From an optimization exercise on the open Yosys and OpenROAD flow, aimed at small area; shortcuts taken in it are not production practice. At most, simulation tests tie the RTL to the original design; equivalence was not proved. No activity file was given, so power comes from the tool's default toggle rates.

==> job 3248: inputs <==
Design top_fan, start of the top module:
module top_fan(
    input clk, reset_p,
    input [5:0] btn, input [1:0] sw,
    input adc_eoc, input [6:0] adc_do,
    input dht11_in, output dht11_drive,
    input echo, output trig,
    output motor_pwm, output led_pwm, output servo_pwm,
    output [13:0] led,
    output buzz,
    output [3:0] an, output [6:0] seg
    );
    reg [11:0] t;        
    reg [6:0]  v;        
    reg        s66;      
    always @(posedge clk, posedge reset_p) begin
        if(reset_p) begin
            t <= 0; v <= 0; s66 <= 0;
        end
        else begin
            t <= t + 1'b1;
            v <= (v == 7'd124) ? 7'd0 : v + 1'b1;
            if(t[6:0] == 7'd65) s66 <= 1'b1;
        end
    end
    wire started = s66 | (|t[6:0]);                       
    wire v25 = (v == 7'd0) | (v == 7'd25) | (v == 7'd50) | (v == 7'd75) | (v == 7'd100);
    wire tick100  = started & (t[1:0] == 2'd0) & v25;      
    wire tick2000 = (t[3:0] == 4'd0) & (v == 7'd0);        
    wire tick4    = (t[1:0] == 2'd0);
    wire tick8    = (t[2:0] == 3'd0);
    wire mode_clk = (t[6:0] == 7'd65);                     
    wire mode_ph  = (t[6:0] == 7'd66);                     
    wire sw_clk   = (t[5:0] == 6'd33);                     
    reg [3:0] bs;        
    reg [3:0] bn;        
    always @(posedge clk, posedge reset_p) begin
        if(reset_p) begin
            bs <= 0; bn <= 0;
        end
        else if(tick100) begin
            bs <= {btn[4], btn[3], btn[2], btn[0]};
            bn <= bs & ~{btn[4], btn[3], btn[2], btn[0]};
        end
        else bn <= 0;
    end
    wire pwr_n   = bn[0];
    wire timer_n = bn[1];
    wire lamp_n  = bn[2];
    wire servo_n = bn[3];
    reg sp_s, sp_m, sp_d, sp_held;
    reg [6:0] sp_cnt;    
    always @(posedge clk, posedge reset_p) begin
        if(reset_p) begin
            sp_s <= 0; sp_m <= 0; sp_d <= 0; sp_held <= 0; sp_cnt <= 0;
        end
        else begin
            sp_m <= sp_s;
            sp_d <= sp_m;
            if(tick100) begin
                sp_s <= btn[5];
                if(btn[5]) begin
                    if(sp_cnt == 7'd78) begin
                        sp_cnt <= 7'd69;
  ...
export LEC_CHECK = 0
export CAP_MARGIN = 20
export CORE_MARGIN = 2
export CORE_UTILIZATION = 40
export SLEW_MARGIN = 20
create_clock -name core_clock -period 10.0 [get_ports {clk}]
standard.sh (not shown) runs the stock make flow with config.mk's settings and CLKGATE_MAP_FILE= SYNTH_SCRIPT=/design/flow/synth_recipe.tcl, a recipe that flattens the netlist after the stock synthesis.
==> flow/flow/run.sh <==
#!/bin/bash
# Layout flow: the standard flow (standard.sh), with an area-oriented ABC
# mapping script in synthesis and flow settings passed to make below.
# Synthesis is the standard flow's own script (synth_recipe.tcl) with only the ABC script
# swapped, so the registers are the same as the standard synthesis.
set -euo pipefail
here=$(pwd)
{
  cat <<'EOT'
proc abc {args} {
  set i [lsearch -exact $args -script]
  if {$i >= 0} { lset args [expr {$i+1}] $::env(AREA_ABC_SCRIPT) }
  yosys abc {*}$args
}
EOT
  cat "$here/synth_recipe.tcl"
} > "$here/area_synth.tcl"
export AREA_ABC_SCRIPT="$here/flow/abc_area.script"
bash standard.sh SYNTH_SCRIPT="$here/area_synth.tcl" CORE_UTILIZATION=65 BUFFER_PORTS_ARGS='-buffer_cell sky130_fd_sc_hd__buf_1' CTS_ARGS='-sink_clustering_enable -repair_clock_nets -dont_use_dummy_load -buf_list sky130_fd_sc_hd__clkbuf_16 -sink_clustering_size 25 -sink_clustering_max_diameter 80' finish > "$here/flow_make.log" 2>&1
==> flow/flow/abc_area.script <==
strash
ifraig
dc2
dch -f
amap -F 4 -A 8
strash
dc2
dch -f
amap -F 4 -A 8
topo
==> inputs of job 5588, as changes to job 3248 <==
--- a/flow/design.v
+++ b/flow/design.v
@@ -48,44 +48,45 @@
     wire timer_n = bn[1];
     wire lamp_n  = bn[2];
     wire servo_n = bn[3];
     reg sp_s, sp_m, sp_d, sp_held;
     reg [6:0] sp_cnt;    
     always @(posedge clk, posedge reset_p) begin
         if(reset_p) begin
-            sp_s <= 0; sp_m <= 0; sp_d <= 0; sp_held <= 0; sp_cnt <= 0;
+            sp_s <= 0; sp_cnt <= 0;
         end
-        else begin
-            sp_m <= sp_s;
-            sp_d <= sp_m;
-            if(tick100) begin
-                sp_s <= btn[5];
-                if(btn[5]) begin
-                    if(sp_cnt == 7'd78) begin
-                        sp_cnt <= 7'd69;
-                        sp_held <= 1'b1;
-                    end
-                    else sp_cnt <= sp_cnt + 1'b1;
-                end
-                else sp_cnt <= 0;
+        else if(tick100) begin
+            sp_s <= btn[5];
+            if(btn[5]) begin
+                if(sp_cnt == 7'd78) sp_cnt <= 7'd69;
+                else sp_cnt <= sp_cnt + 1'b1;
             end
-            else sp_held <= 0;
+            else sp_cnt <= 0;
         end
     end
+    always @(posedge clk) begin
+        sp_m <= sp_s;
+        sp_d <= sp_m;
+        sp_held <= tick100 & btn[5] & (sp_cnt == 7'd78);
+    end
     wire sp_pedge = sp_m & ~sp_d;
     wire speed = sp_pedge | sp_held;
     reg md_deb, md_prev, short_p, long_p;
     reg [20:0] md_h;     
     always @(posedge clk, posedge reset_p) begin
         if(reset_p) begin
-            md_deb <= 0; md_prev <= 0; short_p <= 0; long_p <= 0;
+            md_deb <= 0; md_prev <= 0;
         end
         else begin
             if(mode_clk) md_deb <= btn[1];
             md_prev <= md_deb;
+        end
+    end
+    always @(posedge clk) begin
+        begin
             if(~md_deb & md_prev) begin
                 if(md_h >= 21'd39) begin
                     short_p <= 0; long_p <= 1;
                 end
                 else begin
                     short_p <= 1; long_p <= 0;
                 end
@@ -159,35 +160,39 @@
     reg [7:0] tcap;      
     reg tcap_h;          
     reg ok;              
     reg [7:0] temperature;   
     reg temp_h;              
     always @(negedge clk, posedge reset_p) begin
         if(reset_p) begin
-            cu <= 0; dn_m <= 0; dn_s <= 0;
+            cu <= 0;
         end
         else begin
-            dn_m <= dht11_in;
-            dn_s <= dn_m;
             if(!ce) cu <= 0;
             else if(tick4) cu <= cu + 1'b1;
         end
     end
+    always @(negedge clk) begin
+        dn_m <= dht11_in;
+        dn_s <= dn_m;
+    end
+    always @(posedge clk) begin
+        dp_m <= dht11_in;
+        dp_s <= dp_m;
+    end
     wire d_pedge = dp_m & ~dp_s;
     wire d_nedge = ~dn_m & dn_s;
     assign dht11_drive = (ds == S_LOW) & ce;
     wire dbit = (cu >= 22'd45);
     always @(posedge clk, posedge reset_p) begin
         if(reset_p) begin
-            ce <= 0; ds <= S_IDLE; rs <= 0; dp_m <= 0; dp_s <= 0;
+            ce <= 0; ds <= S_IDLE; rs <= 0;
             temperature <= 0; temp_h <= 0;
         end
         else begin
-            dp_m <= dht11_in;
-            dp_s <= dp_m;
             case(ds)
                 S_IDLE: begin
                     if(cu < 22'd3000) ce <= 1;
                     else begin
                         ds <= S_LOW; ce <= 0;
                     end
                 end
@@ -334,22 +339,17 @@
             pwm_a <= p & is_a & (a_low ? (pc == 8'd0) : below[lv_a]);
         end
     end
     wire pwm = is_d ? pwm_d : is_a ? pwm_a : pwm_n;
     reg [14:0] us_c;
     reg us_calc, far;
     reg en_m, en_s;
-    always @(negedge clk, posedge reset_p) begin
-        if(reset_p) begin
-            en_m <= 0; en_s <= 0;
-        end
-        else begin
-            en_m <= echo;
-            en_s <= en_m;
-        end
+    always @(negedge clk) begin
+        en_m <= echo;
+        en_s <= en_m;
     end
     wire echo_nedge = ~en_m & en_s;
     always @(posedge clk, posedge reset_p) begin
         if(reset_p) begin
             us_c <= 15'd2666; us_calc <= 0; far <= 0;
         end
         else if(!us_calc) begin
@@ -452,34 +452,30 @@
             end
             sv_pwm <= started & ((t < 12'd176) | ((t < {3'd0, sv_x}) & (t < 12'd400)));
         end
     end
     assign servo_pwm = sv_pwm;
     reg s0p_m, s0p_s, s1p_m, s1p_s;
     reg s0n_m, s0n_s, s1n_m, s1n_s;
-    always @(negedge clk, posedge reset_p) begin
-        if(reset_p) begin
-            s0n_m <= 0; s0n_s <= 0; s1n_m <= 0; s1n_s <= 0;
-        end
-        else begin
-            s0n_m <= sw[0]; s0n_s <= s0n_m;
-            s1n_m <= sw[1]; s1n_s <= s1n_m;
-        end
+    always @(negedge clk) begin
+        s0n_m <= sw[0]; s0n_s <= s0n_m;
+        s1n_m <= sw[1]; s1n_s <= s1n_m;
+    end
+    always @(posedge clk) begin
+        s0p_m <= sw[0]; s0p_s <= s0p_m;
+        s1p_m <= sw[1]; s1p_s <= s1p_m;
     end
     wire sw_edge = (s0p_m & ~s0p_s) | (~s0n_m & s0n_s) | (s1p_m & ~s1p_s) | (~s1n_m & s1n_s);
     reg bz;
     reg [10:0] bz_cnt;
     always @(posedge clk, posedge reset_p) begin
         if(reset_p) begin
-            s0p_m <= 0; s0p_s <= 0; s1p_m <= 0; s1p_s <= 0;
             bz <= 0;
         end
         else begin
-            s0p_m <= sw[0]; s0p_s <= s0p_m;
-            s1p_m <= sw[1]; s1p_s <= s1p_m;
             if(acls[1]) bz <= 0;
             else if(bz_set) bz <= 1;
             else if(bz & (&bz_cnt)) bz <= 0;
         end
     end
     wire bz_set = pwr_n | (lamp_n & ~sw[1]) | ((short_p | long_p | timer_n | servo_n | sp_pedge | sw_edge) & p);
     always @(posedge clk) begin
--- a/flow/flow/run.sh
+++ b/flow/flow/run.sh
@@ -12,8 +12,8 @@
   if {$i >= 0} { lset args [expr {$i+1}] $::env(AREA_ABC_SCRIPT) }
   yosys abc {*}$args
 }
 EOT
   cat "$here/synth_recipe.tcl"
 } > "$here/area_synth.tcl"
 export AREA_ABC_SCRIPT="$here/flow/abc_area.script"
-bash standard.sh SYNTH_SCRIPT="$here/area_synth.tcl" CORE_UTILIZATION=65 BUFFER_PORTS_ARGS='-buffer_cell sky130_fd_sc_hd__buf_1' CTS_ARGS='-sink_clustering_enable -repair_clock_nets -dont_use_dummy_load -buf_list sky130_fd_sc_hd__clkbuf_16 -sink_clustering_size 25 -sink_clustering_max_diameter 80' finish > "$here/flow_make.log" 2>&1
+bash standard.sh SYNTH_SCRIPT="$here/area_synth.tcl" CORE_UTILIZATION=75 BUFFER_PORTS_ARGS='-buffer_cell sky130_fd_sc_hd__buf_1' CTS_ARGS='-sink_clustering_enable -repair_clock_nets -dont_use_dummy_load -buf_list sky130_fd_sc_hd__clkbuf_8 -sink_clustering_size 18 -sink_clustering_max_diameter 50' finish > "$here/flow_make.log" 2>&1
==> comparison table <==
Result of the run: job 3248 no timing/DRC/antenna violations; job 5588 no timing/DRC/antenna violations
Clock edge transition at the registers on the reported setup and hold paths: job 3248 70 ps; job 5588 110 ps
Slowest stage delay, CP: job 3248 540 ps; job 5588 550 ps
Avg Vias per Cell: job 3248 5.919; job 5588 6.191
Clock-cell share: job 3248 0.02701; job 5588 0.02664
Worst reg2reg startpoint: job 3248 cu[20]$_DFFE_NP0P_; job 5588 cu[14]$_DFFE_NP0P_
Die ar.: job 3248 18350 um2; job 5588 15920 um2
Floorplan die height: job 3248 135.5 um; job 5588 126.2 um
Wire length of the first global-routing pass: job 3248 38120 um; job 5588 40290 um
Total sequential power: job 3248 0.000971 W; job 5588 0.000980 W
Area of the multi-input gates: job 3248 5112 um2; job 5588 5081 um2
Switching Share: job 3248 0.2354; job 5588 0.2558
GR Layer Usage met1: job 3248 0.3431; job 5588 0.3940
Placer's final routability congestion estimate: job 3248 0.9204; job 5588 0.9543
Post-synth design cell area: job 3248 11240 um2; job 5588 11200 um2
Core Util, Final: job 3248 0.7037; job 5588 0.8240
Comb pwr: job 3248 0.000110 W; job 5588 0.000127 W
Portion of synthesized cell area occupied by the leading cell type: job 3248 0.2427; job 5588 0.2190
The RTL of job 3248 was laid out without a check of its function.
